Background: an optimization exercise with open tools, aiming at small area, a short achievable clock period and few clock cycles per item. Do not read the settings as production practice.
Only simulation tests tie the RTL to the original design; equivalence was not proved.

`design/flow/config.mk`:
```
export PLATFORM = sky130hd
export DESIGN_NAME = ssm
export DESIGN_NICKNAME = ssm
export VERILOG_FILES = /design/flow/design.v
export SDC_FILE = /design/flow/constraint.sdc
export NUM_CORES = 4
export LEC_CHECK = 0
export CAP_MARGIN = 20
export CORE_MARGIN = 2
export CORE_UTILIZATION = 60
export SETUP_SLACK_MARGIN = 4.5
export SLEW_MARGIN = 20
```
`design/flow/constraint.sdc`:
```
create_clock -name core_clock -period 7.5 [get_ports {clk}]
set_input_delay 1.5000 -clock core_clock [delete_from_list [all_inputs] [get_ports {clk}]]
set_output_delay 1.5000 -clock core_clock [all_outputs]
set_load 0.01 [all_outputs]
```
`design/flow/design.v`:
```
module bk_add #(parameter W = 64) (
    input  [W-1:0] a, b,
    input          ci,
    output [W-1:0] s,
    output         co
);
    localparam N = W + 1;                  
    localparam L = $clog2(N);
    wire [N*(L+1)-1:0] gu, pu, gd;
    assign gu[N-1:0] = {a & b, ci};
    assign pu[N-1:0] = {a ^ b, 1'b0};
    genvar l, i;
    generate for (l = 0; l < L; l = l + 1) begin : up
        for (i = 0; i < N; i = i + 1) begin : b_
            if ((i % (2 << l)) == (2 << l) - 1) begin : c
                assign gu[(l+1)*N+i] = gu[l*N+i] | (pu[l*N+i] & gu[l*N+i-(1<<l)]);
                assign pu[(l+1)*N+i] = pu[l*N+i] & pu[l*N+i-(1<<l)];
            end else begin : n
                assign gu[(l+1)*N+i] = gu[l*N+i];
                assign pu[(l+1)*N+i] = pu[l*N+i];
            end
        end
    end endgenerate
    assign gd[L*N +: N] = gu[L*N +: N];
    generate for (l = L - 1; l >= 0; l = l - 1) begin : dn
        for (i = 0; i < N; i = i + 1) begin : b_
            if (l >= 1 && i >= (3 << (l - 1)) - 1 && ((i + 1 - (3 << (l - 1))) % (2 << (l - 1))) == 0) begin : c
                assign gd[l*N+i] = gd[(l+1)*N+i] | (pu[l*N+i] & gd[(l+1)*N+i-(1<<(l-1))]);
            end else begin : n
                assign gd[l*N+i] = gd[(l+1)*N+i];
            end
        end
    end endgenerate
    assign s = pu[N-1:1] ^ gd[N-2:0];
    assign co = gd[N-1];
endmodule
module sk_add #(parameter W = 64) (
    input  [W-1:0] a, b,
    input          ci,
    output [W-1:0] s,
    output         co
);
    localparam N = W + 1;                  
    localparam L = $clog2(N);
    wire [N*(L+1)-1:0] g, p;
    assign g[N-1:0] = {a & b, ci};
    assign p[N-1:0] = {a ^ b, 1'b0};
    genvar l, i;
    generate for (l = 0; l < L; l = l + 1) begin : lv
        for (i = 0; i < N; i = i + 1) begin : b_
            if ((i >> l) % 2 == 1) begin : c
                localparam J = ((i >> l) << l) - 1;
                assign g[(l+1)*N+i] = g[l*N+i] | (p[l*N+i] & g[l*N+J]);
                assign p[(l+1)*N+i] = p[l*N+i] & p[l*N+J];
            end else begin : n
                assign g[(l+1)*N+i] = g[l*N+i];
                assign p[(l+1)*N+i] = p[l*N+i];
            end
        end
    end endgenerate
    assign s = p[N-1:1] ^ g[L*N +: N-1];
    assign co = g[L*N+N-1];
endmodule
module ssm #(parameter LEN = 128)(clk, rst, start, a_in, b_in, n_in, ready, p_out);
    input clk, rst, start;
    input [LEN-1:0] a_in, b_in, n_in;
    output reg ready;
    output [LEN-1:0] p_out;
    localparam W = LEN + 3;
    localparam NB = 5;             
    localparam WB = 27;            
    localparam [2:0] ST_IDLE = 3'd0, ST_LOOP = 3'd1, ST_CONV = 3'd2, ST_FIN = 3'd3;
    reg [W-1:0] S, C;
    reg [2:0] st;
    reg [7:0] cnt;       
    reg bbit;            
    reg bnx;             
    reg [7:0] es;        
    reg [7:0] rab;       
    reg [8:0] nhi;       
    reg [7:0] w0, w1, w2;  
    reg first;           
    reg tl;              
    reg ph;              
    reg fb;              
    reg [6:0] ntop;      
    reg qp2, qm2, qm4;   
    reg [1:0] fstep;     
    reg cinr;            
    assign p_out = S[LEN:1];
    function cmp_neg8(input [7:0] x, input [7:0] y, input [7:0] z);
        reg [7:0] hs, hc, u, v, g, p, g1, p1, g2, p2;
        begin
            hs = x ^ y ^ z;
            hc = (x & y) | (x & z) | (y & z);
            u = hs;
            v = {hc[6:0], 1'b0};
            g = u & v;
            p = u ^ v;
            g1 = g | (p & {g[6:0], 1'b0});
            p1 = p & {p[6:0], 1'b0};
            g2 = g1 | (p1 & {g1[5:0], 2'b00});
            p2 = p1 & {p1[5:0], 2'b00};
            cmp_neg8 = p[7] ^ (g2[6] | (p2[6] & g2[2]));
        end
    endfunction
    wire in_loop = (st == ST_LOOP);
    wire in_fin = (st == ST_FIN);
    wire xneg = S[W-1];
    reg dn, nx, ld, d_p2, d_m2, d_m4;
    reg [1:0] fstep_n;
    always @(*) begin
        dn = 1'b0; nx = 1'b0; ld = 1'b0; d_p2 = 1'b0; d_m2 = 1'b0; d_m4 = 1'b0; fstep_n = 2'd2;
        if (!fb) begin
            if (fstep == 2'd0 && xneg) begin ld = 1'b1; d_p2 = 1'b1; fstep_n = 2'd2; end
            else dn = 1'b1;
        end else if (!ph) begin
            case (fstep)
                2'd0: begin ld = 1'b1; d_m4 = 1'b1; fstep_n = 2'd1; end
                2'd1: if (xneg) begin ld = 1'b1; d_p2 = 1'b1; fstep_n = 2'd2; end else nx = 1'b1;
                2'd2: if (xneg) begin ld = 1'b1; d_p2 = 1'b1; fstep_n = 2'd3; end else nx = 1'b1;
                default: nx = 1'b1;
            endcase
        end else begin
            case (fstep)
                2'd0: begin ld = 1'b1; d_m2 = 1'b1; fstep_n = 2'd1; end
                2'd1: if (xneg) begin ld = 1'b1; d_p2 = 1'b1; fstep_n = 2'd2; end else dn = 1'b1;
                default: dn = 1'b1;
            endcase
        end
    end
    wire sel_p2 = (in_loop & qp2) | (in_fin & d_p2);
    wire sel_m2 = (in_loop & qm2) | (in_fin & d_m2);
    wire sel_m4 = (in_loop & qm4) | (in_fin & d_m4);
    wire qneg = sel_m2 | sel_m4;
    wire [W-1:0] n2 = {2'b00, n_in, 1'b0};
    wire [W-1:0] n4 = {1'b0, n_in, 2'b00};
    wire [W-1:0] qt = ({W{sel_p2}} & n2) | ({W{sel_m2}} & ~n2) | ({W{sel_m4}} & ~n4);
    wire [W-1:0] x1 = {S[W-2:0], first};
    wire [W-1:0] x2 = {C[W-2:0], first};
    wire [W-1:0] x3 = {3'b000, a_in & {LEN{bbit}}};
    wire [W-1:0] s1 = x1 ^ x2 ^ x3;
    wire [W-1:0] c1 = (x1 & x2) | (x1 & x3) | (x2 & x3);
    wire [W-1:0] c1s = {c1[W-2:0], 1'b0};
    wire [W-1:0] csa_s = s1 ^ c1s ^ qt;
    wire [W-1:0] c2 = (s1 & c1s) | (s1 & qt) | (c1s & qt);
    wire [W-1:0] csa_c = {c2[W-2:0], qneg};
    wire [7:0] en2 = {2'b00, ntop[6:1]};
    wire [7:0] en4 = {1'b0, ntop};
    wire [7:0] ext = ({8{qp2}} & en2) | ({8{qm2}} & ~en2) | ({8{qm4}} & ~en4);
    wire [7:0] es1 = es;
    wire [7:0] ec1 = ext;
    wire g0 = ~cmp_neg8(es1, ec1, w0);
    wire g1 = ~cmp_neg8(es1, ec1, w1);
    wire g2 = ~cmp_neg8(es1, ec1, w2);
    wire [2:0] kin = n_in[LEN-2:LEN-4];
    wire [7:0] nt1_in = 8'd0 - (8'd12 + {5'd0, kin});
    wire [7:0] nt2_in = 8'd0 - (8'd27 + {4'd0, kin, 1'b0} + {5'd0, kin});
    wire [7:0] nt1 = nt1_in, nt2 = nt2_in;
    wire [7:0] at8 = {3'b000, a_in[LEN-1:LEN-5]};
    wire [7:0] wa0 = at8 + 8'd6, wa1 = at8 + nt1, wa2 = at8 + nt2;
    wire [9:0] rx1 = S[W-3:W-12];                           
    wire [9:0] rx2 = C[W-3:W-12];
    wire [9:0] rx3 = {2'b00, rab};                          
    wire [9:0] rs1 = rx1 ^ rx2 ^ rx3;
    wire [9:0] rc1 = (rx1 & rx2) | (rx1 & rx3) | (rx2 & rx3);
    wire [8:0] rn2 = {1'b0, nhi[8:1]};                      
    wire [8:0] rn4 = nhi;                                   
    wire [8:0] rqt = ({9{qp2}} & rn2) | ({9{qm2}} & ~rn2) | ({9{qm4}} & ~rn4);
    wire [8:0] ra = rs1[9:1];                               
    wire [8:0] rb = rc1[8:0];                               
    wire [8:0] rs2 = ra ^ rb ^ rqt;
    wire [8:0] rc2 = (ra & rb) | (ra & rqt) | (rb & rqt);
    wire [7:0] es_nx = rs2[8:1] + rc2[7:0];                
    wire [W-1:0] sum;
    wire [NB-1:0] bco;
    genvar gb;
    generate for (gb = 0; gb < NB; gb = gb + 1) begin : blk
        localparam LO = gb * WB;
        localparam WD = (gb == NB - 1) ? W - LO : WB;
        sk_add #(WD) add (.a(S[LO+WD-1:LO]), .b(C[LO+WD-1:LO]), .ci(gb == 0 ? cinr : 1'b0),
                          .s(sum[LO+WD-1:LO]), .co(bco[gb]));
    end endgenerate
    reg [W-1:0] cc;      
    integer ib;
    always @(*) begin
        cc = {W{1'b0}};
        for (ib = 0; ib < NB - 1; ib = ib + 1)
            cc[(ib + 1) * WB] = bco[ib];
    end
    wire conv_done = ~|bco[NB-2:0];
    always @(posedge clk or posedge rst) begin
        if (rst)
            S <= {W{1'b0}};
        else case (st)
            ST_LOOP: S <= csa_s;
            ST_CONV: S <= sum;
            default: S <= S;
        endcase
    end
    always @(posedge clk) begin
        case (st)
            ST_IDLE: C <= ~S;
            ST_LOOP: C <= csa_c;
            ST_CONV: C <= cc;
            default: C <= qt;
        endcase
    end
    always @(posedge clk or posedge rst) begin
        if (rst) begin
            st <= ST_IDLE;
            ready <= 1'b1;
        end else begin
            case (st)
                ST_IDLE: if (start) begin
                    st <= ST_LOOP;
                    ready <= 1'b0;
                end
                ST_LOOP: if (tl || fb) st <= ST_CONV;
                ST_CONV: if (conv_done) begin
                    if (!fb && (fstep != 2'd0 || !sum[W-1])) begin
                        st <= ST_IDLE;
                        ready <= 1'b1;
                    end else
                        st <= ST_FIN;
                end
                ST_FIN: begin
                    if (dn) begin
                        st <= ST_IDLE;
                        ready <= 1'b1;
                    end else if (nx)
                        st <= ST_LOOP;
                    else
                        st <= ST_CONV;
                end
                default: st <= ST_IDLE;
            endcase
        end
    end
    always @(posedge clk) begin
        case (st)
            ST_IDLE: if (start) begin
                cnt <= 8'd125;
                bbit <= b_in[LEN-1];
                bnx <= b_in[LEN-2];
                first <= 1'b1;
                tl <= 1'b0;
                ph <= 1'b0;
                fb <= ~n_in[LEN-1];
                w0 <= 8'd6;
                w1 <= nt1_in;
                w2 <= nt2_in;
                rab <= a_in[LEN-1:LEN-8] & {8{b_in[LEN-1]}};
                nhi <= n_in[LEN-1:LEN-9];
                ntop <= n_in[LEN-1:LEN-7];
                qp2 <= 1'b0;
                qm2 <= 1'b0;
                qm4 <= 1'b0;
                fstep <= 2'd0;
                cinr <= 1'b0;
                es <= 8'hff;
            end
            ST_LOOP: begin
                first <= 1'b0;
                es <= es_nx;
                qp2 <= ~fb & ~first & ~g0;
                qm2 <= ~fb & ~first & g1 & ~g2;
                qm4 <= ~fb & ~first & g2;
                if (tl)
                    ph <= 1'b1;
                else begin
                    bbit <= bnx;
                    rab <= a_in[LEN-1:LEN-8] & {8{bnx}};
                    bnx <= cnt[7] ? 1'b0 : b_in[cnt[6:0]];
                    w0 <= bnx ? wa0 : 8'd6;
                    w1 <= bnx ? wa1 : nt1;
                    w2 <= bnx ? wa2 : nt2;
                    cnt <= cnt - 8'd1;
                    if (cnt == 8'hfe) tl <= 1'b1;
                end
                fstep <= 2'd0;
            end
            ST_CONV: cinr <= 1'b0;
            ST_FIN: begin
                qp2 <= 1'b0;
                qm2 <= 1'b0;
                qm4 <= 1'b0;
                if (!dn && !nx) begin
                    cinr <= qneg;
                    fstep <= fstep_n;
                end
            end
            default: ;
        endcase
    end
endmodule
```
`design/flow/flow/run.sh`:
```
#!/bin/bash
# The standard layout (the standard.sh, standard synthesis included), with the
# ports buffered by the smallest buffer cell instead of the one buffer_ports picks.
set -euo pipefail
export BUFFER_PORTS_ARGS="-buffer_cell sky130_fd_sc_hd__buf_1"
bash standard.sh finish > standard_flow.log 2>&1
```
`design/flow/standard.sh`:
```
#!/bin/bash
# synth_recipe.tcl (not shown) runs the flow's synth.tcl, then flattens the netlist and writes it again
# the make line also repeats each setting of config.mk as NAME=value (left out here)
make -C /OpenROAD-flow-scripts/flow DESIGN_CONFIG=/design/flow/config.mk WORK_HOME=/design/flow/orfs CLKGATE_MAP_FILE= SYNTH_SCRIPT=/design/flow/synth_recipe.tcl "${@:-finish}"
```
==> results.toml, run 1 <==
[finish]
most-common-layout-cells = "buf_1 (502), fa_1 (306), a21oi_1 (301)"
nets = 4557
layout_commonest_cell = "buf_1"
drive_gt1_share_pct = 13.7
syn_to_final_growth_pct = 18.2

[clock_network]
hold_buffers = 0
cts_buffers = 43
insertion_delay_ns = 0.59
clk_pin_slew_worst_paths_ns = 0.06
ctsHtreeMaxLevel = 2
cts_max_path_buffers = 3
root_buffer = "clkbuf_16"
cts_tree = "built"
cts.sinks = 331

[setup_path]
path_max_fanout = 4
reg2reg_depth = 14
worst_path_largest_cell_delay_ns = 0.42
criticalPathCategory = "input port to register"
critical_path_arrival_ns = 3.58
worst_path_max_delay_cell = "fa_2"
startpoint_type = "input port"
path_cells = "buf_8 -> clkinvlp_4 -> buf_6 -> ha_4 -> fa_2 -> xnor2_2 -> ha_1 -> buf_6 -> o21ai_1 -> nand2b_1 -> and2_4 -> o31ai_2"
end_kind = "register"
critical_path.most_common_cell = "buf_6"
cp.required_ns = 7.91

[worst_hold_path]
hp-class = "register to register"
whs_path_depth = 2

[timing]
finalSetupViolCount = 0
slew_headroom_pct = 34.3
max_freq_mhz = 316
slew_violations = 0
min_period_ns = 3.17
finalCritPeriodShare_pct = 42.2
setup-tns-final_ns = 0
rsz0062_at_grt = "true"
hold_violations = 0
worstMarginPinSlew_ns = 0.986
fin_ws_ns = 4.33
finalClockSkew_ns = 0.0131

[floorplanning]
die_y_um = 232
die_area_um2 = 54000
core_area_um2 = 51400
initial_core_util_pct = 60.8
io_pins = 516
die_w_um = 232
rows = 83

[synthesis]
syn_area_um2 = 31300
ys_seq_area_share_pct = 25.4
mappedNetlistNets = 4171
ys.flop_type = "dfrtp_1"
synth-edff-count = 66
ys_async_sr_fraction_pct = 40.5
yosys_warnings = 1
synth_top_area_share_pct = 20.0
synth.avg_cell_area_um2 = 9.50
ys_seq_elements = 331
synthTopCellsByArea = "fa_1 (20%), dfrtp_1 (11%), dfxtp_1 (8.4%), ha_1 (7.2%), edfxtp_1 (6.3%)"
synth.distinct_cells = 82
synth_largest_area_cell = "fa_1"
netlist_instances = 3292

[routing]
ant_nets = 0
drt_iter0_markers = 2464
drt_drc_violations_left = 0
wirelength_um = 115000
firstDrtPassIters = 6
vias_per_cell = 6.38
wl_per_cell_um = 26.1
via_count = 28200

[outcome]
status = "finished clean"

[placement]
numPortBuffers = 515
preCtsSetupSlack_ns = 3.14
gp_congestion = 0.930
dp_hpwl_um = 72400

[global_route]
grt_use_total_pct = 40.3
grt_antenna_before_repair = 23
grt_pass1_vias = 28600
grt_overflow = 0
grt_pass1_wl_um = 165000
grt_max_degree = 135

[job]
drv_cap = 0
==> kinds of logic after synthesis <==
group | after synthesis | share of synthesized area (%)
adder cells (fa/ha/maj) | 496 | 27.3
XOR/XNOR | 126 | 3.53
AO/OA/AOI/OAI | 929 | 19.4
AND/OR/NAND/NOR | 716 | 10.6
flip-flops | 331 | 25.4
multiplexers | 107 | 5.14
buffers and inverters | 587 | 8.60
==> worst max-delay path: cells and delay by family <==
family	cells	cell delay [ns]
adders and majority gates	3	0.96
buffers and inverters	4	0.47
and+or+nand+nor	2	0.25
AOI/OAI and AO/OA	2	0.23
xor gates and xnor gates	1	0.16
==> path summary, 6_finish.rpt <==
| path | from | end | slack, ns |
|---|---|---|---|
| worst max-delay path | n_in[125] | w2[4]$_DFFE_PP_ | 4.33 |
| worst min-delay path | S[129]$_DFFE_PP0P_ | S[129]$_DFFE_PP0P_ | 0.57 |
| worst max register to register | qm2$_SDFFCE_PN0P_ | qp2$_SDFFCE_PN0P_ | 4.36 |
| worst min register to register | S[129]$_DFFE_PP0P_ | S[129]$_DFFE_PP0P_ | 0.57 |
| max in group asynchronous | rst | S[37]$_DFFE_PP0P_ | 5.54 |
| min in group asynchronous | rst | S[64]$_DFFE_PP0P_ | 1.13 |
==> stage by stage <==
step	std cells	hold WS [ns]	utilization [%]	instance area, um2
floorplan	3292	0.509	-	31400
finish	4412	0.569	71.9	37000
detailed placement	4199	0.566	63.8	32800
global placement	4199	0.540	63.8	32800
CTS	4357	0.572	69.6	35800
global route	4405	0.592	71.9	36900
==> what timing repair did <==
| item | 4_1_cts | 5_1_grt |
|---|---|---|
| resized for setup | 158 | 134 |
| setup endpoints to repair | 338 | 280 |
| pin swaps | 64 | 40 |
| hold endpoints to repair | 0 | 0 |
| setup buffers | 70 | 23 |
| cloned | 9 | 12 |
==> flip-flops by register name, summed over array words and instances, names as in the netlist, 2 cells and up <==
name / cells
w1: 7
nhi: 9
S: 131
C: 131
cnt: 8
rab: 8
es: 8
st: 2
fstep: 2
w2: 8
w0: 6
==> metal layers <==
metal	track usage (%)	share of wire (%)	vias to the layer above
met5	0	0.072	-
met4	26.4	7.7	14
met3	9.41	11	480
met2	65.4	46	1648
met1	48.0	35	13800
li1	-	-	12200
==> final cells by class <==
cell class                      count  area [um2]
Multi-Input combinational cell   2383       22100
Fill cell                        4011       14400
Sequential cell                   331        8000
Timing Repair Buffer              642        3440
Clock buffer                       65        1280
Inverter                          277        1060
Tap cell                          680         851
Clock inverter                     14         200
Antenna cell                       20        50.0
==> Yosys cell counts, types with 34 or more instances <==
cell and n:
a21oi_1 331, fa_1 313, inv_1 276, nand2_1 237, nor2_1 231, ha_1 179
clkbuf_1 160, o21ai_0 149, and2_1 133, dfrtp_1 133, dfxtp_1 131, buf_4 129
o221ai_1 129, xnor2_1 84, edfxtp_1 66, o21a_1 59, o22ai_1 58, mux2i_1 56
mux4_2 42, xor2_1 42, a21o_1 40, a2bb2oi_1 34
Testbench counts, summed over its fixed seeds: cycles 33,921, items 256.
==> run 2, diff against run 1 <==
--- a/design/flow/config.mk
+++ b/design/flow/config.mk
@@ -10,2 +10,3 @@
 export CORE_UTILIZATION = 60
+export CTS_BUF_LIST = sky130_fd_sc_hd__clkbuf_4 sky130_fd_sc_hd__clkbuf_8
 export SETUP_SLACK_MARGIN = 4.5
==> run 2 against run 1 <==
Still clean. Synthesized cell count unchanged. Routed wire length up 1.0%. Critical path type is now register to register. Critical endpoint is now es[7]$_SDFFCE_PN1P_.
==> results.toml, run 2 <==
[outcome]
status = "finished clean"

[setup_path]
worstReg2RegStart = "S[122]$_DFFE_PP0P_"
startpoint_type = "register"
path_max_fanout = 2
end_kind = "register"
critical_path_arrival_ns = 3.67
cp.required_ns = 7.89
criticalPathCategory = "register to register"
critPathLaunch = "S[122]$_DFFE_PP0P_"

[synthesis]
ys.flop_type = "dfrtp_1"
synth_commonest_cells = "a21oi_1 (331), fa_1 (313), inv_1 (276)"
synth.distinct_cells = 82
synth.avg_cell_area_um2 = 9.50
yosys_warnings = 1
ys_seq_area_share_pct = 25.4
ys_async_sr_fraction_pct = 40.5
netlist_instances = 3292
synth-edff-count = 66
synth_top_area_share_pct = 20.0
mappedNetlistNets = 4171
syn_area_um2 = 31300
synthTopCellsByArea = "fa_1 (20%), dfrtp_1 (11%), dfxtp_1 (8.4%), ha_1 (7.2%), edfxtp_1 (6.3%)"
synth_largest_area_cell = "fa_1"
ys_seq_elements = 331
yosysMostFrequentCell = "a21oi_1"

[global_route]
grt_use_total_pct = 40.9
met3_usage_pct = 10.6
grt_pass1_wl_um = 166000
grt_max_degree = 135
grt_pass1_vias = 29000
grt_util_met2_pct = 65.3
grtUsageMet1_pct = 47.6
grt_busiest_layer = "met2"
grt_antenna_before_repair = 23
grt_overflow = 0

[finish]
nets = 4586
drive_gt1_share_pct = 15.0
syn_to_final_growth_pct = 18.4
nFillCells = 3980
reg.largest.list = "C: 131 flops, S: 131 flops, nhi: 9 flops"
layout_commonest_cell = "buf_1"
multi_input_area_um2 = 22100
regArea_um2 = 8000
most-common-layout-cells = "buf_1 (502), fa_1 (305), a21oi_1 (295)"

[placement]
dp_hpwl_um = 72400
gp_congestion = 0.930
numPortBuffers = 515

[clock_network]
clk_pin_slew_worst_paths_ns = 0.06
root_buffer = "clkbuf_8"
insertion_delay_ns = 0.65
ctsHtreeMaxLevel = 3
cts.sinks = 331
cts_tree = "built"
cts_max_path_buffers = 3
hold_buffers = 0
cts_buffers = 67

[routing]
drt_drc_violations_left = 0
via_count = 28500
ant_nets = 0
wirelength_um = 116000
drt_iter0_markers = 2451
firstDrtPassIters = 5
wl_per_cell_um = 26.1
vias_per_cell = 6.38

[floorplanning]
rows = 83
core_area_um2 = 51400
io_pins = 516
die_area_um2 = 54000
die_w_um = 232
die_y_um = 232
initial_core_util_pct = 60.8

[timing]
slew_violations = 0
max_freq_mhz = 305
slew_headroom_pct = 33.2
finalCritPeriodShare_pct = 43.7
hold_violations = 0
rsz0062_at_grt = "true"
finalSetupViolCount = 0
finalClockSkew_ns = 0.0295
whs_ns = 0.569
worstMarginPinSlew_ns = 1.00
min_period_ns = 3.28
setup-tns-final_ns = 0

[worst_hold_path]
hold_start = "S[129]$_DFFE_PP0P_"
hp-class = "register to register"

[job]
drv_cap = 0
## run 2: cell type report
| class | instances | area share (%) |
|---|---|---|
| multi-input combinational | 2384 | 59.7 |
| sequential | 331 | 21.6 |
| timing repair buffer | 646 | 9.55 |
| clock buffer | 112 | 3.67 |
| inverter | 277 | 2.88 |
| tap | 680 | 2.30 |
| antenna | 21 | 0.142 |
| clock inverter | 9 | 0.115 |
## run 2: timing repair
item	in CTS	in global routing
cloned	10	13
pin swaps	60	49
buffers inserted	73	23
endpoints found under the setup margin	338	279
gates resized for setup	168	126
## run 2: cells by family (layout without fill, tap and decap cells)
logic type	count (synthesis)	after routing	synth area share [%]
compound gates	929	931	19.4
simple gates	716	724	10.6
buf+inv	587	1044	8.60
fa+ha+maj	496	496	27.3
flops	331	331	25.4
xor+xnor	126	126	3.53
mux	107	107	5.14
other cells	0	21	0
## run 2: per-stage QoR
step	std cells	setup WS [ns]	util, %	area, um2
final	4460	4.22	72.0	37000
after global routing	4454	4.15	72.0	37000
after CTS	4403	4.33	69.8	35900
after detailed placement	4199	3.14	63.8	32800
after global placement	4199	3.22	63.8	32800
after floorplan	3292	3.93	-	31400
## run 2: layer usage
layer  vias to the layer above  part of all wire [%]
met5                         -                 0.069
met2                      1712                    46
li1                      12300                     -
met1                     13900                    35
met3                       523                    11
met4                        12                   8.0
## run 2: worst max-delay path, cell delays in order, from the launching register on
cell and delay, ns:
dfrtp_2 0.42, fa_1 0.51, inv_1 0.05, fa_1 0.51, inv_1 0.05, ha_1 0.28, a21o_1 0.22, a21oi_2 0.19
o21bai_1 0.14, a21oi_2 0.19, o21bai_1 0.10, a21oi_1 0.16, xnor2_1 0.13, nand2_1 0.06
## run 2: final timing paths
path                                            end  slack (ns)  cells after the start
max in group asynchronous         S[37]$_DFFE_PP0P_        5.60                      3
worst max register to register  es[7]$_SDFFCE_PN1P_        4.22                     13
worst max-delay path            es[7]$_SDFFCE_PN1P_        4.22                     13
worst min register to register   S[129]$_DFFE_PP0P_        0.57                      2
worst min-delay path             S[129]$_DFFE_PP0P_        0.57                      2
min in group asynchronous         S[68]$_DFFE_PP0P_        1.04                      3
==> run 3, diff against run 2 <==
--- a/design/flow/design.v
+++ b/design/flow/design.v
@@ -78,2 +78,3 @@
     reg [7:0] es;        
+    reg [7:0] nt1, nt2;  
     reg [7:0] rab;       
@@ -158,3 +159,2 @@
     wire [7:0] nt2_in = 8'd0 - (8'd27 + {4'd0, kin, 1'b0} + {5'd0, kin});
-    wire [7:0] nt1 = nt1_in, nt2 = nt2_in;
     wire [7:0] at8 = {3'b000, a_in[LEN-1:LEN-5]};
@@ -252,2 +252,4 @@
                 w2 <= nt2_in;
+                nt1 <= nt1_in;
+                nt2 <= nt2_in;
                 rab <= a_in[LEN-1:LEN-8] & {8{b_in[LEN-1]}};
--- a/design/flow/config.mk
+++ b/design/flow/config.mk
@@ -10,3 +10,2 @@
 export CORE_UTILIZATION = 60
-export CTS_BUF_LIST = sky130_fd_sc_hd__clkbuf_4 sky130_fd_sc_hd__clkbuf_8
 export SETUP_SLACK_MARGIN = 4.5
==> run 3 against run 2 <==
Register-to-register slack worse by 0.03 ns. Critical path depth down 1. Global-route usage down 3.4 points. Still clean on timing, DRC and antenna. Sequential share of layout area up 0.61 points. Synthesized cell count down 1.8%. Synthesized area up 0.97%. Worst setup slack worse by 0.032 ns. Routed wire length down 4.6%. First-iteration DRC count down 11%. Cell count down 2.0%.
==> results.toml, run 3 <==
[outcome]
status = "finished clean"

[timing]
min_period_ns = 3.31
hold_violations = 0
worstMarginPinSlew_ns = 1.02
whs_ns = 0.483
max_freq_mhz = 302
slew_headroom_pct = 32.0
finalSetupViolCount = 0
rsz0062_at_grt = "true"
finalClockSkew_ns = 0.0191
setup-tns-final_ns = 0
finalCritPeriodShare_pct = 44.2
slew_violations = 0

[clock_network]
root_buffer = "clkbuf_16"
cts_tree = "built"
cts_buffers = 43
ctsHtreeMaxLevel = 2
clk_pin_slew_worst_paths_ns = 0.06
cts.sinks = 341
insertion_delay_ns = 0.60
cts_max_path_buffers = 3

[synthesis]
ys.flop_type = "dfrtp_1"
mappedNetlistNets = 4111
ys_seq_elements = 341
yosys_warnings = 1
ys_async_sr_fraction_pct = 39.3
yosysMostFrequentCell = "nand2_1"
synth_commonest_cells = "nand2_1 (316), fa_1 (313), a21oi_1 (229)"
synthTopCellsByArea = "fa_1 (20%), dfrtp_1 (11%), dfxtp_1 (8.3%), edfxtp_1 (7.2%), ha_1 (7.1%)"
syn_area_um2 = 31600
synth.avg_cell_area_um2 = 9.77
netlist_instances = 3233
synth.distinct_cells = 84
synth_top_area_share_pct = 19.8
synth-edff-count = 76
ys_seq_area_share_pct = 26.2
synth_largest_area_cell = "fa_1"

[setup_path]
critical_path.most_common_cell = "a21o_1"
crit_buf_inv = 1
path_max_fanout = 5
cp.required_ns = 8.00
critical_path_arrival_ns = 3.81
worst_path_largest_cell_delay_ns = 0.46
criticalPathCategory = "register to register"
reg2reg_slack_ns = 4.19
path_cells = "ha_2 -> a21o_1 -> a21o_1 -> a21oi_2 -> o211ai_1 -> a41oi_2 -> buf_6 -> o21ai_4 -> a2111oi_4 -> nand3_4 -> a211oi_4 -> mux2i_1"
critPathTopFamily = "compound AO/OA/AOI/OAI gates"
worst_path_max_delay_cell = "a2111oi_4"
startpoint_type = "register"
end_kind = "register"

[placement]
dp_hpwl_um = 67900
gp_congestion = 0.985
numPortBuffers = 515

[global_route]
grt_overflow = 0
grt_pass1_vias = 27700
grt_antenna_before_repair = 29
grt_use_total_pct = 37.5
grt_max_degree = 135
grt_pass1_wl_um = 156000

[routing]
ant_nets = 0
via_count = 27700
firstDrtPassIters = 6
wirelength_um = 111000
vias_per_cell = 6.33
drt_iter0_markers = 2172
drt_drc_violations_left = 0
wl_per_cell_um = 25.4

[finish]
drive_gt1_share_pct = 14.7
most-common-layout-cells = "buf_1 (508), nand2_1 (307), fa_1 (300)"
reg.largest.list = "C: 131 flops, S: 131 flops"
nets = 4506
syn_to_final_growth_pct = 18.4
nFillCells = 4064
layout_commonest_cell = "buf_1"

[floorplanning]
initial_core_util_pct = 60.3
die_y_um = 233
core_area_um2 = 52300
rows = 84
die_w_um = 233
die_area_um2 = 54500
io_pins = 516

[job]
drv_cap = 0

[worst_hold_path]
hp-class = "register to register"
[run 3: per-stage QoR]
stage	util, %	instance area (um2)	cells	setup slack [ns]
after floorplan	-	31600	3233	4.18
after global placement	63.1	33000	4144	3.51
after detailed placement	63.1	33000	4144	3.42
after CTS	67.7	35500	4285	4.32
after global routing	71.4	37400	4366	4.10
final	71.4	37400	4372	4.19
[run 3: tightest hold or removal path, delay by kind of cell (launching register included)]
| family | cells | cell delay (ns) |
|---|---|---|
| flip-flops | 1 | 0.37 |
| AO/OA/AOI/OAI | 1 | 0.06 |
| buffers and inverters | 1 | 0.04 |
[run 3: path summary, 6_finish.rpt]
check                                         end  cells past startpoint         startpoint
worst max-delay path            st[1]$_DFFE_PP0P_                     12  S[74]$_DFFE_PP0P_
max in group asynchronous       S[58]$_DFFE_PP0P_                      3                rst
worst min register to register  ready$_DFFE_PP1P_                      2  ready$_DFFE_PP1P_
worst min-delay path            ready$_DFFE_PP1P_                      2  ready$_DFFE_PP1P_
min in group asynchronous       S[13]$_DFFE_PP0P_                      3                rst
worst max register to register  st[1]$_DFFE_PP0P_                     12  S[74]$_DFFE_PP0P_
[run 3: layout make-up]
cell class                      instances  area, um2  area share, %
Antenna cell                           22       55.1          0.147
Clock buffer                           60       1210           3.24
Clock inverter                         19        190          0.509
Inverter                              180        697           1.86
Multi-Input combinational cell       2398      22300           59.8
Sequential cell                       341       8310           22.2
Tap cell                              688        861           2.30
Timing Repair Buffer                  664       3710           9.93
[run 3: what timing repair did]
item / CTS / global route
setup endpoints to repair: 341 / 256
cloned: 5 / 20
setup buffers: 57 / 45
pin swaps: 57 / 111
hold endpoints to repair: 0 / 0
hold buffers: 0 / 0
resized for setup: 98 / 231
[run 3: logic make-up (layout without fill, tap and decap cells)]
logic type               Yosys count  in the layout  synth area share [%]
AO/OA/AOI/OAI                    847            847                  18.3
AND/OR/NAND/NOR                  785            785                  11.3
adder cells (fa/ha/maj)          495            495                  27.0
buffers and inverters            494            923                  7.40
flip-flops                       341            341                  26.2
multiplexers                     143            143                  6.24
XOR/XNOR                         128            128                  3.55
other                              0             22                     0
[run 3: layer usage]
metal / track usage (%) / vias to the layer above / part of all wire, %
met5: 0 / - / 0.14
met1: 46.3 / 13600 / 37
met4: 19.8 / 22 / 7.0
li1: - / 12100 / -
met3: 9.40 / 485 / 9.5
met2: 60.7 / 1402 / 46
Testbench counts of run 3, summed over its fixed seeds: cycles 33,921, items 256.
==> run 4, diff against run 3 <==
--- a/design/flow/design.v
+++ b/design/flow/design.v
@@ -219,9 +219,3 @@
                 ST_LOOP: if (tl || fb) st <= ST_CONV;
-                ST_CONV: if (conv_done) begin
-                    if (!fb && (fstep != 2'd0 || !sum[W-1])) begin
-                        st <= ST_IDLE;
-                        ready <= 1'b1;
-                    end else
-                        st <= ST_FIN;
-                end
+                ST_CONV: if (conv_done) st <= ST_FIN;
                 ST_FIN: begin
==> run 4 against run 3 <==
Largest cell class unchanged. Critical path type unchanged. Non-clock buffer count rose by 24. Design area rose by 2.2%. Core utilization rose by 2.9 points. Critical endpoint is now S[117]$_DFFE_PP0P_.
==> results.toml, run 4 <==
[finish]
drive_gt1_share_pct = 17.6
final_cell_count_no_fill = 4344
most-common-layout-cells = "buf_1 (507), fa_1 (269), nand2_1 (265)"
syn_to_final_growth_pct = 22.2
reg.largest.list = "C: 131 flops, S: 131 flops"
layout_commonest_cell = "buf_1"
nFillCells = 3734
nets = 4494

[setup_path]
crit_buf_inv = 5
cp.required_ns = 7.99
path_max_fanout = 6
end_kind = "register"
path_cells = "inv_2 -> ha_4 -> mux2i_1 -> nor2b_1 -> o21bai_4 -> a32o_4 -> buf_6 -> buf_12 -> buf_16 -> buf_12 -> nand2_4 -> o221ai_4 -> fa_2 -> mux2i_1 -> a21oi_1"
worst_path_max_delay_cell = "fa_2"
critical_path_arrival_ns = 3.68
worst_path_largest_cell_delay_ns = 0.53
critPathTopFamily = "compound AO/OA/AOI/OAI gates"
startpoint_type = "register"
criticalPathCategory = "register to register"

[synthesis]
netlist_instances = 3192
ys_seq_elements = 341
syn_area_um2 = 31300
ys.flop_type = "dfrtp_1"
yosysMostFrequentCell = "nand2_1"
synth.avg_cell_area_um2 = 9.80
yosys_warnings = 1
mappedNetlistNets = 4071
synth_top_area_share_pct = 20.0
synth_largest_area_cell = "fa_1"
synth-edff-count = 76
synth.distinct_cells = 66
ys_async_sr_fraction_pct = 39.3
synthTopCellsByArea = "fa_1 (20%), dfrtp_1 (11%), dfxtp_1 (8.4%), edfxtp_1 (7.3%), ha_1 (7.2%)"
ys_seq_area_share_pct = 26.4
synth_commonest_cells = "nand2_1 (320), fa_1 (313), a21oi_1 (210)"

[timing]
finalSetupViolCount = 0
rsz0062_at_grt = "true"
hold_violations = 0
slew_violations = 0
setup-tns-final_ns = 0
min_period_ns = 3.19
worstMarginPinSlew_ns = 1.24
fin_ws_ns = 4.31
slew_headroom_pct = 17.1
finalCritPeriodShare_pct = 42.5
max_freq_mhz = 314
finalClockSkew_ns = 0.0252
whs_ns = 0.577

[clock_network]
clk_pin_slew_worst_paths_ns = 0.06
ctsHtreeMaxLevel = 2
cts_max_path_buffers = 3
insertion_delay_ns = 0.59
cts_tree = "built"
cts.sinks = 341
cts_buffers = 42
root_buffer = "clkbuf_16"

[placement]
preCtsSetupSlack_ns = 2.86
dp_hpwl_um = 67200
numPortBuffers = 515
gp_congestion = 0.919
dp.cells = 4097

[outcome]
status = "finished clean"

[floorplanning]
io_pins = 516
core_area_um2 = 51400
die_area_um2 = 54000
die_y_um = 232
initial_core_util_pct = 60.8
die_w_um = 232
rows = 83

[global_route]
grt_pass1_wl_um = 162000
grt_pass1_vias = 28300
grt_antenna_before_repair = 25
grt_max_degree = 135
grt_use_total_pct = 39.5
grt_overflow = 0

[routing]
wl_per_cell_um = 25.4
vias_per_cell = 6.35
firstDrtPassIters = 5
via_count = 27600
wirelength_um = 110000
ant_nets = 0
drt_drc_violations_left = 0
drt_iter0_markers = 2247

[job]
drv_cap = 0

[worst_hold_path]
hp-class = "register to register"
## run 4: cell families after synthesis
family,count (synthesis),share of synthesized area [%]
AO/OA/AOI/OAI,855,18.5
XOR/XNOR,129,3.61
adder cells (fa/ha/maj),496,27.3
buffers and inverters,485,7.41
flip-flops,341,26.4
multiplexers,128,5.78
AND/OR/NAND/NOR,758,10.9
## run 4: worst min-delay path: cells and delay by family (launching register included)
| family | cells | cell delay (ns) |
|---|---|---|
| flops | 1 | 0.40 |
| simple gates | 1 | 0.09 |
| compound gates | 1 | 0.04 |
## run 4: worst paths after layout
check	startpoint	endpoint	slack (ns)	cells after the start
max	fstep[0]$_SDFFCE_PN0P_	S[117]$_DFFE_PP0P_	4.31	15
min	S[129]$_DFFE_PP0P_	S[129]$_DFFE_PP0P_	0.58	2
max reg2reg	fstep[0]$_SDFFCE_PN0P_	S[117]$_DFFE_PP0P_	4.31	15
min reg2reg	S[129]$_DFFE_PP0P_	S[129]$_DFFE_PP0P_	0.58	2
max in group asynchronous	rst	S[121]$_DFFE_PP0P_	5.54	3
min in group asynchronous	rst	S[18]$_DFFE_PP0P_	1.01	3
## run 4: metrics by stage
| stage | util, % | instance area [um2] |
|---|---|---|
| floorplan | - | 31300 |
| global placement | 63.6 | 32700 |
| detailed placement | 63.6 | 32700 |
| CTS | 70.1 | 36000 |
| global route | 74.3 | 38200 |
| finish | 74.3 | 38200 |
## run 4: final cells by class
class / count / area (um2) / area share [%]
multi-input cells: 2369 / 22900 / 60.0
flip-flops and latches: 341 / 8270 / 21.7
well taps: 680 / 851 / 2.23
repair buffers: 688 / 4050 / 10.6
inverters: 173 / 656 / 1.72
clock inverters: 10 / 98.8 / 0.259
diodes: 15 / 37.5 / 0.0982
clock buffers: 68 / 1330 / 3.49
## run 4: what timing repair did
item | CTS | global route
setup endpoints to repair | 331 | 265
setup buffers | 68 | 57
resized for setup | 188 | 308
cloned | 20 | 9
hold buffers | 0 | 0
pin swaps | 63 | 162
## run 4: layer usage
layer  share of wire (%)  global-route usage [%]  up-vias
li1                    -                       -    12100
met1                  37                    49.0    13600
met2                  46                    62.3     1471
met3                 9.9                    10.1      446
met4                 6.7                    23.3       22
met5                0.14                       0        -
Testbench counts of run 4, summed over its fixed seeds: cycles 34,177, items 256.
==> run 5, diff against run 4 <==
--- a/design/flow/design.v
+++ b/design/flow/design.v
@@ -78,3 +78,3 @@
     reg [7:0] es;        
-    reg [7:0] nt1, nt2;  
+    reg [7:0] ahi;       
     reg [7:0] rab;       
@@ -86,2 +86,4 @@
     reg fb;              
+    reg [7:0] nt1, nt2;  
+    reg [4:0] atop;      
     reg [6:0] ntop;      
@@ -156,2 +158,4 @@
     wire g2 = ~cmp_neg8(es1, ec1, w2);
+    wire [7:0] at8 = {3'b000, atop};
+    wire [7:0] wa0 = at8 + 8'd6, wa1 = at8 + nt1, wa2 = at8 + nt2;
     wire [2:0] kin = n_in[LEN-2:LEN-4];
@@ -159,4 +163,2 @@
     wire [7:0] nt2_in = 8'd0 - (8'd27 + {4'd0, kin, 1'b0} + {5'd0, kin});
-    wire [7:0] at8 = {3'b000, a_in[LEN-1:LEN-5]};
-    wire [7:0] wa0 = at8 + 8'd6, wa1 = at8 + nt1, wa2 = at8 + nt2;
     wire [9:0] rx1 = S[W-3:W-12];                           
@@ -248,2 +250,4 @@
                 nt2 <= nt2_in;
+                atop <= a_in[LEN-1:LEN-5];
+                ahi <= a_in[LEN-1:LEN-8];
                 rab <= a_in[LEN-1:LEN-8] & {8{b_in[LEN-1]}};
@@ -268,3 +272,3 @@
                     bbit <= bnx;
-                    rab <= a_in[LEN-1:LEN-8] & {8{bnx}};
+                    rab <= ahi & {8{bnx}};
                     bnx <= cnt[7] ? 1'b0 : b_in[cnt[6:0]];
--- a/design/flow/config.mk
+++ b/design/flow/config.mk
@@ -10,3 +10,3 @@
 export CORE_UTILIZATION = 60
-export SETUP_SLACK_MARGIN = 4.5
+export SETUP_SLACK_MARGIN = 4.4
 export SLEW_MARGIN = 20
==> run 5 against run 4 <==
Still clean. Clock skew is 0.0098 ns lower. Routed wire length is 3.1% lower. Cell count is 0.21% lower. Hold slack worse by 0.043 ns. Global-route usage down 1.5 points. Flip-flop and latch count increased by 8. Critical endpoint is now es[6]$_SDFFCE_PP1P_. Largest cell class unchanged.
==> results.toml, run 5 <==
[routing]
vias_per_cell = 6.37
drt_iter0_markers = 2077
ant_nets = 0
firstDrtPassIters = 7
wl_per_cell_um = 24.7
via_count = 27600
wirelength_um = 107000
drt_drc_violations_left = 0

[synthesis]
ys_async_sr_fraction_pct = 38.4
mappedNetlistNets = 4145
syn_area_um2 = 31900
yosys_warnings = 1
synth_largest_area_cell = "fa_1"
synthTopCellsByArea = "fa_1 (20%), dfrtp_1 (10%), dfxtp_1 (8.2%), edfxtp_1 (7.9%), ha_1 (7.0%)"
synth.distinct_cells = 74
synth-edff-count = 84
netlist_instances = 3266
synth.avg_cell_area_um2 = 9.76
synth_commonest_cells = "nand2_1 (320), fa_1 (313), o21ai_0 (209)"
yosysMostFrequentCell = "nand2_1"
ys.flop_type = "dfrtp_1"
ys_seq_area_share_pct = 26.7
synth_top_area_share_pct = 19.7
ys_seq_elements = 349

[timing]
finalClockSkew_ns = 0.0154
finalCritPeriodShare_pct = 42.4
min_period_ns = 3.18
worstMarginPinSlew_ns = 1.03
slew_headroom_pct = 31.2
max_freq_mhz = 315
finalSetupViolCount = 0
rsz0062_at_grt = "true"
setup-tns-final_ns = 0
hold_violations = 0
slew_violations = 0

[global_route]
grt_max_degree = 135
grt_overflow = 0
grt_use_total_pct = 38.0
grt_pass1_vias = 27700
grt_antenna_before_repair = 29
grt_pass1_wl_um = 158000

[setup_path]
worst_path_largest_cell_delay_ns = 0.52
startpoint_type = "register"
critPathTopFamily = "adder cells"
path_max_fanout = 2
worst_path_max_delay_cell = "fa_1"
path_cells = "fa_1 -> inv_1 -> fa_1 -> inv_2 -> ha_2 -> inv_1 -> fa_2 -> nor2b_1 -> o21ai_0 -> nand2b_1 -> a21o_1 -> a21oi_2 -> xor2_1 -> nand2_1"
critical_path_arrival_ns = 3.50
criticalPathCategory = "register to register"
end_kind = "register"
crit_buf_inv = 3
cp.required_ns = 7.82

[finish]
layout_commonest_cell = "buf_1"
nets = 4477
most-common-layout-cells = "buf_1 (514), nand2_1 (318), fa_1 (310)"
nFillCells = 4165
reg.largest.list = "C: 131 flops, S: 131 flops, nhi: 9 flops"
final_cell_count_no_fill = 4335
syn_to_final_growth_pct = 13.2
drive_gt1_share_pct = 8.87

[outcome]
status = "finished clean"

[clock_network]
root_buffer = "clkbuf_16"
cts_max_path_buffers = 3
clk_pin_slew_worst_paths_ns = 0.06
insertion_delay_ns = 0.58
cts_tree = "built"
cts.sinks = 349
cts_buffers = 44
ctsHtreeMaxLevel = 2
hold_buffers = 0

[placement]
numPortBuffers = 515
dp_hpwl_um = 69700
gp_congestion = 0.914
dp.cells = 4179

[floorplanning]
die_y_um = 235
io_pins = 516
rows = 84
die_area_um2 = 55000
core_area_um2 = 52600
initial_core_util_pct = 60.7
die_w_um = 235

[job]
drv_cap = 0

[worst_hold_path]
hp-class = "register to register"
run 5: changes by cell type after synthesis, sizes merged, moves of 9 or more:
cell,change
a21o,+17
a21oi,-11
a221o,-12
a221oi,+9
a22oi,+13
a2bb2oi,-10
mux2i,-19
nor2,-10
nor3,+9
o21ai,+10
xnor2,-19
run 5: final cells by class:
cell class | instances | area, um2 | area share [%]
clock buffer | 67 | 1350 | 3.74
timing repair buffer | 598 | 2940 | 8.15
sequential | 349 | 8500 | 23.6
tap | 688 | 861 | 2.38
clock inverter | 12 | 82.6 | 0.229
multi-input combinational | 2429 | 21600 | 60.0
antenna | 16 | 40.0 | 0.111
inverter | 176 | 677 | 1.88
run 5: final timing paths:
kind                                  endpoint  slack, ns               start  depth (start not counted)
min in group asynchronous     S[6]$_DFFE_PP0P_       1.07                 rst                          3
setup / recovery           es[6]$_SDFFCE_PP1P_       4.32  S[121]$_DFFE_PP0P_                         14
hold / removal              S[129]$_DFFE_PP0P_       0.53  S[129]$_DFFE_PP0P_                          2
max in group asynchronous   S[121]$_DFFE_PP0P_       5.55                 rst                          3
setup reg to reg           es[6]$_SDFFCE_PP1P_       4.32  S[121]$_DFFE_PP0P_                         14
hold reg to reg             S[129]$_DFFE_PP0P_       0.53  S[129]$_DFFE_PP0P_                          2
run 5: kinds of logic (layout without fill, tap and decap cells):
group,after synthesis,count (layout),synth area share (%)
muxes,112,112,5.18
buffers and inverters,490,853,7.31
AOI/OAI and AO/OA,912,914,19.4
xor gates and xnor gates,113,113,3.10
DFF,349,349,26.7
other,0,16,0
adders and majority gates,493,493,26.7
and+or+nand+nor,797,797,11.6
run 5: layer usage:
metal	track usage [%]	routed length (um)
met2	62.0	50500
met1	48.2	40700
met3	8.95	10800
met4	17.1	4850
met5	0	163
run 5: timing repair:
item                                    CTS  global route
resized for setup                        35            94
gates cloned                              8             4
buffers inserted                         27            22
endpoints found under the setup margin  277           250
pin swaps                                18            33
run 5: worst reg2reg max path, cell delays in order (launching register included):
cell	delay, ns
dfrtp_2	0.42
fa_1	0.52
inv_1	0.06
fa_1	0.46
inv_2	0.07
ha_2	0.18
inv_1	0.07
fa_2	0.38
nor2b_1	0.14
o21ai_0	0.09
nand2b_1	0.10
a21o_1	0.13
a21oi_2	0.06
xor2_1	0.17
nand2_1	0.08
run 5: through the flow:
| step | cell area [um2] | hold WS (ns) | worst slack, ns | utilization, % |
|---|---|---|---|---|
| 4_1_cts | 35400 | 0.534 | 4.36 | 67.3 |
| 2_1_floorplan | 31900 | 0.479 | 4.18 | - |
| 6_report | 36100 | 0.534 | 4.32 | 68.7 |
| 3_5_place_dp | 33300 | 0.516 | 3.62 | 63.4 |
| 5_1_grt | 36100 | 0.557 | 4.23 | 68.7 |
| 3_3_place_gp | 33300 | 0.503 | 3.73 | 63.4 |
Testbench counts of run 5, summed over its fixed seeds: cycles 34,177, items 256.
==> run 6, diff against run 5 <==
--- a/design/flow/config.mk
+++ b/design/flow/config.mk
@@ -9,4 +9,4 @@
 export CORE_MARGIN = 2
-export CORE_UTILIZATION = 60
-export SETUP_SLACK_MARGIN = 4.4
+export CORE_UTILIZATION = 50
+export SETUP_SLACK_MARGIN = 4.5
 export SLEW_MARGIN = 20
==> run 6 against run 5 <==
Still clean. Synthesized area did not move. Critical path depth fell by 1. Hold slack improved by 0.0088 ns. Routed wire length rose by 5.2%. Cell count rose by 4.0%. Non-clock buffer count rose by 19. Register-to-register slack improved by 0.05 ns. Die area rose by 20%. Synthesized cell count did not move. Sequential share of layout area fell by 0.38 points.
==> results.toml, run 6 <==
[outcome]
status = "finished clean"

[synthesis]
yosysMostFrequentCell = "nand2_1"
synth.distinct_cells = 74
synth_commonest_cells = "nand2_1 (320), fa_1 (313), o21ai_0 (209)"
ys_seq_area_share_pct = 26.7
netlist_instances = 3266
synth_top_area_share_pct = 19.7
synth_largest_area_cell = "fa_1"
yosys_warnings = 1
syn_area_um2 = 31900
synth-edff-count = 84
synthTopCellsByArea = "fa_1 (20%), dfrtp_1 (10%), dfxtp_1 (8.2%), edfxtp_1 (7.9%), ha_1 (7.0%)"
synth.avg_cell_area_um2 = 9.76
ys_seq_elements = 349
mappedNetlistNets = 4145
ys.flop_type = "dfrtp_1"
ys_async_sr_fraction_pct = 38.4

[timing]
max_freq_mhz = 320
min_period_ns = 3.12
rsz0062_at_grt = "true"
slew_violations = 0
whs_ns = 0.543
setup-tns-final_ns = 0
finalClockSkew_ns = 0.0166
finalSetupViolCount = 0
worstMarginPinSlew_ns = 1.12
hold_violations = 0
finalCritPeriodShare_pct = 41.6
slew_headroom_pct = 25.7

[global_route]
grt_pass1_wl_um = 167000
grt_max_degree = 117
grt_antenna_before_repair = 23
grt_overflow = 0
grt_pass1_vias = 28300
grt_use_total_pct = 32.9

[clock_network]
cts_tree = "built"
ctsHtreeMaxLevel = 2
cts_buffers = 44
cts.sinks = 349
root_buffer = "clkbuf_16"
clk_pin_slew_worst_paths_ns = 0.06
cts_max_path_buffers = 3
hold_buffers = 0
insertion_delay_ns = 0.59

[floorplanning]
core_area_um2 = 63100
rows = 92
initial_core_util_pct = 50.5
die_y_um = 257
die_w_um = 257
die_area_um2 = 65800
io_pins = 516

[routing]
firstDrtPassIters = 6
via_count = 27400
vias_per_cell = 6.08
ant_nets = 0
drt_drc_violations_left = 0
wl_per_cell_um = 25.0
wirelength_um = 113000
drt_iter0_markers = 2067

[finish]
final_cell_count_no_fill = 4510
most-common-layout-cells = "buf_1 (510), nand2_1 (318), fa_1 (307)"
layout_commonest_cell = "buf_1"
nets = 4498
multi_input_area_um2 = 21800
syn_to_final_growth_pct = 15.2
nFillCells = 5666
drive_gt1_share_pct = 9.97
regArea_um2 = 8510
final_cell_area_um2 = 36700
reg.largest.list = "C: 131 flops, S: 131 flops, nhi: 9 flops"

[placement]
dp_hpwl_um = 72800
placed_area_um2 = 33500
dp.cells = 4336
numPortBuffers = 515
gp_congestion = 0.913

[setup_path]
critPathTopFamily = "adder cells"
worst_path_largest_cell_delay_ns = 0.53
crit_buf_inv = 2
cp.required_ns = 7.82
criticalPathCategory = "register to register"
path_cells = "fa_1 -> inv_2 -> fa_1 -> inv_1 -> ha_1 -> a21o_1 -> a21oi_2 -> o21bai_1 -> a21oi_2 -> o21bai_1 -> a21oi_2 -> xnor2_1 -> nand2_1"
reg2reg_slack_ns = 4.38
critical_path_arrival_ns = 3.44
startpoint_type = "register"
critical_path.most_common_cell = "a21oi_2"
path_max_fanout = 2
end_kind = "register"
worst_path_max_delay_cell = "fa_1"

[job]
drv_cap = 0

[worst_hold_path]
hp-class = "register to register"
run 6: cell counts after synthesis:
No cell type changed its count.
run 6: through the flow:
step | setup WS (ns) | util, %
3_5_place_dp | 2.85 | 53.1
6_report | 4.38 | 58.2
2_1_floorplan | 4.18 | -
4_1_cts | 4.32 | 56.9
5_1_grt | 4.22 | 58.2
3_3_place_gp | 2.94 | 53.1
run 6: layout make-up:
cell class	count	area share, %
diodes	12	0.0818
clock buffers	73	3.65
clock inverters	6	0.146
inverters	176	1.84
multi-input cells	2430	59.4
flip-flops and latches	349	23.2
well taps	846	2.88
repair buffers	617	8.81
repair inverters	1	0.0136
run 6: metal layers:
| layer | track usage (%) | vias to the layer above | part of all wire, % |
|---|---|---|---|
| met1 | 42.0 | 13600 | 40 |
| met5 | 0 | - | 0.16 |
| met4 | 13.8 | 28 | 4.5 |
| met3 | 7.29 | 291 | 8.5 |
| li1 | - | 12300 | - |
| met2 | 54.0 | 1190 | 47 |
run 6: path summary, 6_finish.rpt:
| kind | end | cells past startpoint | from |
|---|---|---|---|
| hold / removal | rab[2]$_DFFE_PP_ | 1 | ahi[2]$_DFFE_PP_ |
| setup / recovery | es[7]$_SDFFCE_PP1P_ | 13 | S[122]$_DFFE_PP0P_ |
| min in group asynchronous | S[2]$_DFFE_PP0P_ | 2 | rst |
| max in group asynchronous | S[117]$_DFFE_PP0P_ | 3 | rst |
| hold reg to reg | rab[2]$_DFFE_PP_ | 1 | ahi[2]$_DFFE_PP_ |
| setup reg to reg | es[7]$_SDFFCE_PP1P_ | 13 | S[122]$_DFFE_PP0P_ |
run 6: repair_timing:
item	4_1_cts	5_1_grt
buffers inserted	43	26
cloned	8	6
resized for setup	93	96
pin swaps	22	39
endpoints found under the setup margin	342	273
run 6: cell families (layout without fill, tap and decap cells):
| family | after synthesis | count (layout) | share of synthesized area, % |
|---|---|---|---|
| AO/OA/AOI/OAI | 912 | 915 | 19.4 |
| AND/OR/NAND/NOR | 797 | 797 | 11.6 |
| adder cells (fa/ha/maj) | 493 | 493 | 26.7 |
| buffers and inverters | 490 | 873 | 7.31 |
| flip-flops | 349 | 349 | 26.7 |
| XOR/XNOR | 113 | 113 | 3.10 |
| multiplexers | 112 | 112 | 5.18 |
| other | 0 | 12 | 0 |
==> run 7, diff against run 6 <==
--- a/design/flow/design.v
+++ b/design/flow/design.v
@@ -241,3 +241,2 @@
                 bnx <= b_in[LEN-2];
-                first <= 1'b1;
                 tl <= 1'b0;
@@ -245,5 +244,2 @@
                 fb <= ~n_in[LEN-1];
-                w0 <= 8'd6;
-                w1 <= nt1_in;
-                w2 <= nt2_in;
                 nt1 <= nt1_in;
@@ -252,18 +248,8 @@
                 ahi <= a_in[LEN-1:LEN-8];
-                rab <= a_in[LEN-1:LEN-8] & {8{b_in[LEN-1]}};
                 nhi <= n_in[LEN-1:LEN-9];
                 ntop <= n_in[LEN-1:LEN-7];
-                qp2 <= 1'b0;
-                qm2 <= 1'b0;
-                qm4 <= 1'b0;
                 fstep <= 2'd0;
                 cinr <= 1'b0;
-                es <= 8'hff;
             end
             ST_LOOP: begin
-                first <= 1'b0;
-                es <= es_nx;
-                qp2 <= ~fb & ~first & ~g0;
-                qm2 <= ~fb & ~first & g1 & ~g2;
-                qm4 <= ~fb & ~first & g2;
                 if (tl)
@@ -272,7 +258,3 @@
                     bbit <= bnx;
-                    rab <= ahi & {8{bnx}};
                     bnx <= cnt[7] ? 1'b0 : b_in[cnt[6:0]];
-                    w0 <= bnx ? wa0 : 8'd6;
-                    w1 <= bnx ? wa1 : nt1;
-                    w2 <= bnx ? wa2 : nt2;
                     cnt <= cnt - 8'd1;
@@ -284,5 +266,2 @@
             ST_FIN: begin
-                qp2 <= 1'b0;
-                qm2 <= 1'b0;
-                qm4 <= 1'b0;
                 if (!dn && !nx) begin
@@ -295,2 +274,13 @@
     end
+    always @(posedge clk) begin
+        first <= (st == ST_IDLE);
+        es <= es_nx;
+        qp2 <= in_loop & ~fb & ~first & ~g0;
+        qm2 <= in_loop & ~fb & ~first & g1 & ~g2;
+        qm4 <= in_loop & ~fb & ~first & g2;
+        w0 <= bnx ? wa0 : 8'd6;
+        w1 <= bnx ? wa1 : nt1;
+        w2 <= bnx ? wa2 : nt2;
+        rab <= (st == ST_IDLE) ? (a_in[LEN-1:LEN-8] & {8{b_in[LEN-1]}}) : (ahi & {8{bnx}});
+    end
 endmodule
--- a/design/flow/config.mk
+++ b/design/flow/config.mk
@@ -9,3 +9,3 @@
 export CORE_MARGIN = 2
-export CORE_UTILIZATION = 50
+export CORE_UTILIZATION = 60
 export SETUP_SLACK_MARGIN = 4.5
==> run 7 against run 6 <==
Die area is 18% lower. First-iteration DRC count is 16% higher. Worst setup slack better by 0.14 ns. Synthesized cell count is 1.0% higher. Core utilization is 13 points higher. Register-to-register slack better by 0.16 ns. Highest routed layer unchanged.
==> results.toml, run 7 <==
[outcome]
status = "finished clean"

[finish]
reg.largest.list = "C: 131 flops, S: 131 flops, nhi: 9 flops"
most-common-layout-cells = "buf_1 (505), fa_1 (302), a21oi_1 (293)"
drive_gt1_share_pct = 12.5
nets = 4522
syn_to_final_growth_pct = 16.4
layout_commonest_cell = "buf_1"
final_util_pct = 71.0

[global_route]
grt_pass1_vias = 27500
grt_pass1_wl_um = 159000
grt_use_total_pct = 38.4
grt_overflow = 0
grt_max_degree = 195
grt_antenna_before_repair = 11

[routing]
wirelength_um = 108000
met3WireLength_um = 11800
drt_drc_violations_left = 0
firstDrtPassIters = 6
wl_met2_um = 49500
drt-met1-wl_um = 42300
wl_per_cell_um = 24.9
top_layer = "met5"
vias_per_cell = 6.32
drt_iter0_markers = 2403
via_count = 27600
ant_nets = 0

[synthesis]
synthTopCellsByArea = "fa_1 (20%), dfxtp_1 (11%), dfrtp_1 (11%), ha_1 (7.1%), a21oi_1 (5.4%)"
ys_seq_area_share_pct = 25.7
synth_largest_area_cell = "fa_1"
netlist_instances = 3299
mappedNetlistNets = 4178
yosysMostFrequentCell = "a21oi_1"
synth_commonest_cells = "a21oi_1 (341), fa_1 (313), inv_1 (289)"
synth-edff-count = 42
yosys_warnings = 1
syn_area_um2 = 31400
ys.flop_type = "dfxtp_1"
ys_seq_elements = 349
synth.distinct_cells = 73
synth.avg_cell_area_um2 = 9.52
ys_async_sr_fraction_pct = 38.4
synth_top_area_share_pct = 20.0

[floorplanning]
die_area_um2 = 54200
io_pins = 516
die_y_um = 233
die_w_um = 233
core_area_um2 = 51500
initial_core_util_pct = 61.0
rows = 83

[timing]
max_freq_mhz = 335
rsz0062_at_grt = "true"
worstMarginPinSlew_ns = 1.20
fin_ws_ns = 4.52
slew_headroom_pct = 20.0
slew_violations = 0
finalSetupViolCount = 0
finalCritPeriodShare_pct = 39.7
setup-tns-final_ns = 0
hold_violations = 0
min_period_ns = 2.98
finalClockSkew_ns = 0.0200

[setup_path]
startpoint_type = "input port"
critical_path_arrival_ns = 3.29
criticalPathCategory = "input port to register"
critPathLaunch = "b_in[18]"
cp.required_ns = 7.81
worstReg2RegStart = "fstep[0]$_SDFFCE_PN0P_"
path_max_fanout = 1
end_kind = "register"

[clock_network]
cts_tree = "built"
cts.sinks = 349
root_buffer = "clkbuf_16"
insertion_delay_ns = 0.59
cts_buffers = 42
clk_pin_slew_worst_paths_ns = 0.06
ctsHtreeMaxLevel = 2
cts_max_path_buffers = 3

[worst_hold_path]
hold_start = "ahi[2]$_DFFE_PP_"
hp-class = "register to register"

[placement]
numPortBuffers = 515
preCtsSetupSlack_ns = 2.90
gp_congestion = 0.964
dp_hpwl_um = 68000

[job]
drv_cap = 0
[run 7: layer usage]
metal / vias to the layer above / global-route usage, %
li1: 12100 / -
met1: 13600 / 51.8
met2: 1582 / 59.2
met3: 306 / 8.69
met4: 6 / 17.3
met5: - / 0
[run 7: what timing repair did]
item / in CTS / in global routing
hold buffers: 0 / 0
gates cloned: 11 / 9
setup buffers: 28 / 32
gates resized for setup: 129 / 182
pin swaps: 28 / 62
setup endpoints to repair: 285 / 197
[run 7: worst max-delay path: stages]
cell and delay, ns:
clkbuf_2 0.13, mux4_2 0.47, mux4_2 0.50, mux4_2 0.47, mux2i_1 0.14, o31ai_1 0.08
[run 7: path summary, 6_finish.rpt]
check                                         end  cells after the start  slack, ns
max in group asynchronous       S[60]$_DFFE_PP0P_                      3       5.53
worst min-delay path               rab[2]$_DFF_P_                      1       0.47
worst min register to register     rab[2]$_DFF_P_                      1       0.47
min in group asynchronous       S[19]$_DFFE_PP0P_                      3       1.10
worst max-delay path                bnx$_DFFE_PP_                      6       4.52
worst max register to register  S[30]$_DFFE_PP0P_                     13       4.54
[run 7: kinds of logic after synthesis]
kind of cell             synth area share [%]
AO/OA/AOI/OAI                            18.6
AND/OR/NAND/NOR                          9.79
buffers and inverters                    8.82
adder cells (fa/ha/maj)                  27.2
flip-flops                               25.7
XOR/XNOR                                 3.77
multiplexers                             6.05
[run 7: metrics by stage]
stage               instance area [um2]  hold WS (ns)  instances
floorplan                         31400         0.432       3299
finish                            36500         0.468       4363
global route                      36500         0.496       4361
detailed placement                32800         0.457       4199
global placement                  32800         0.443       4199
CTS                               35300         0.467       4315
[run 7: final cells by class]
type                            count  area [um2]
Clock inverter                     21         241
Timing Repair Buffer              611        3310
Inverter                          291        1110
Sequential cell                   349        8120
Clock buffer                       56        1180
Antenna cell                        7        17.5
Fill cell                        3947       15000
Multi-Input combinational cell   2348       21700
Tap cell                          680         851
Testbench counts of run 7, summed over its fixed seeds: cycles 34,177, items 256.

## what the ideal ports hide
How much do the figures lean on ideal ports? The routed layouts below were timed once more, with nothing changed but the port constraints.
Step 1, drivers: a clkbuf_16 drives clk and a buf_2 each remaining input, both assumed.
Step 2 moves the port delays by t, midway between the first and last clock arrival at a register: inputs arrive t later, outputs are due t later. That takes back most of the time a late clock gives input paths.
Three values: ideal ports, drivers, drivers and shift; two values: the first two.
run | t, ns | setup slack, ns | cell pins on the clock port's net
run 1 | 0.641 | 4.334 / 4.340 / 3.700 | 1
run 2 | 0.697 | 4.219 / 4.219 / 3.689 | 1
run 3 | 0.649 | 4.188 / 4.188 / 3.908 | 1
run 4 | 0.649 | 4.315 / 4.315 / 3.879 | 1
run 5 | 0.638 | 4.323 / 4.323 / 3.855 | 1
run 6 | 0.651 | 4.377 / 4.377 / 3.907 | 1
run 7 | 0.651 | 4.519 / 4.505 / 3.891 | 1
After both steps setup and hold are still met in every run listed. For run 1, which loses most, drivers alone change the setup slack by +0.006 ns; drivers and shift together by -0.634 ns.
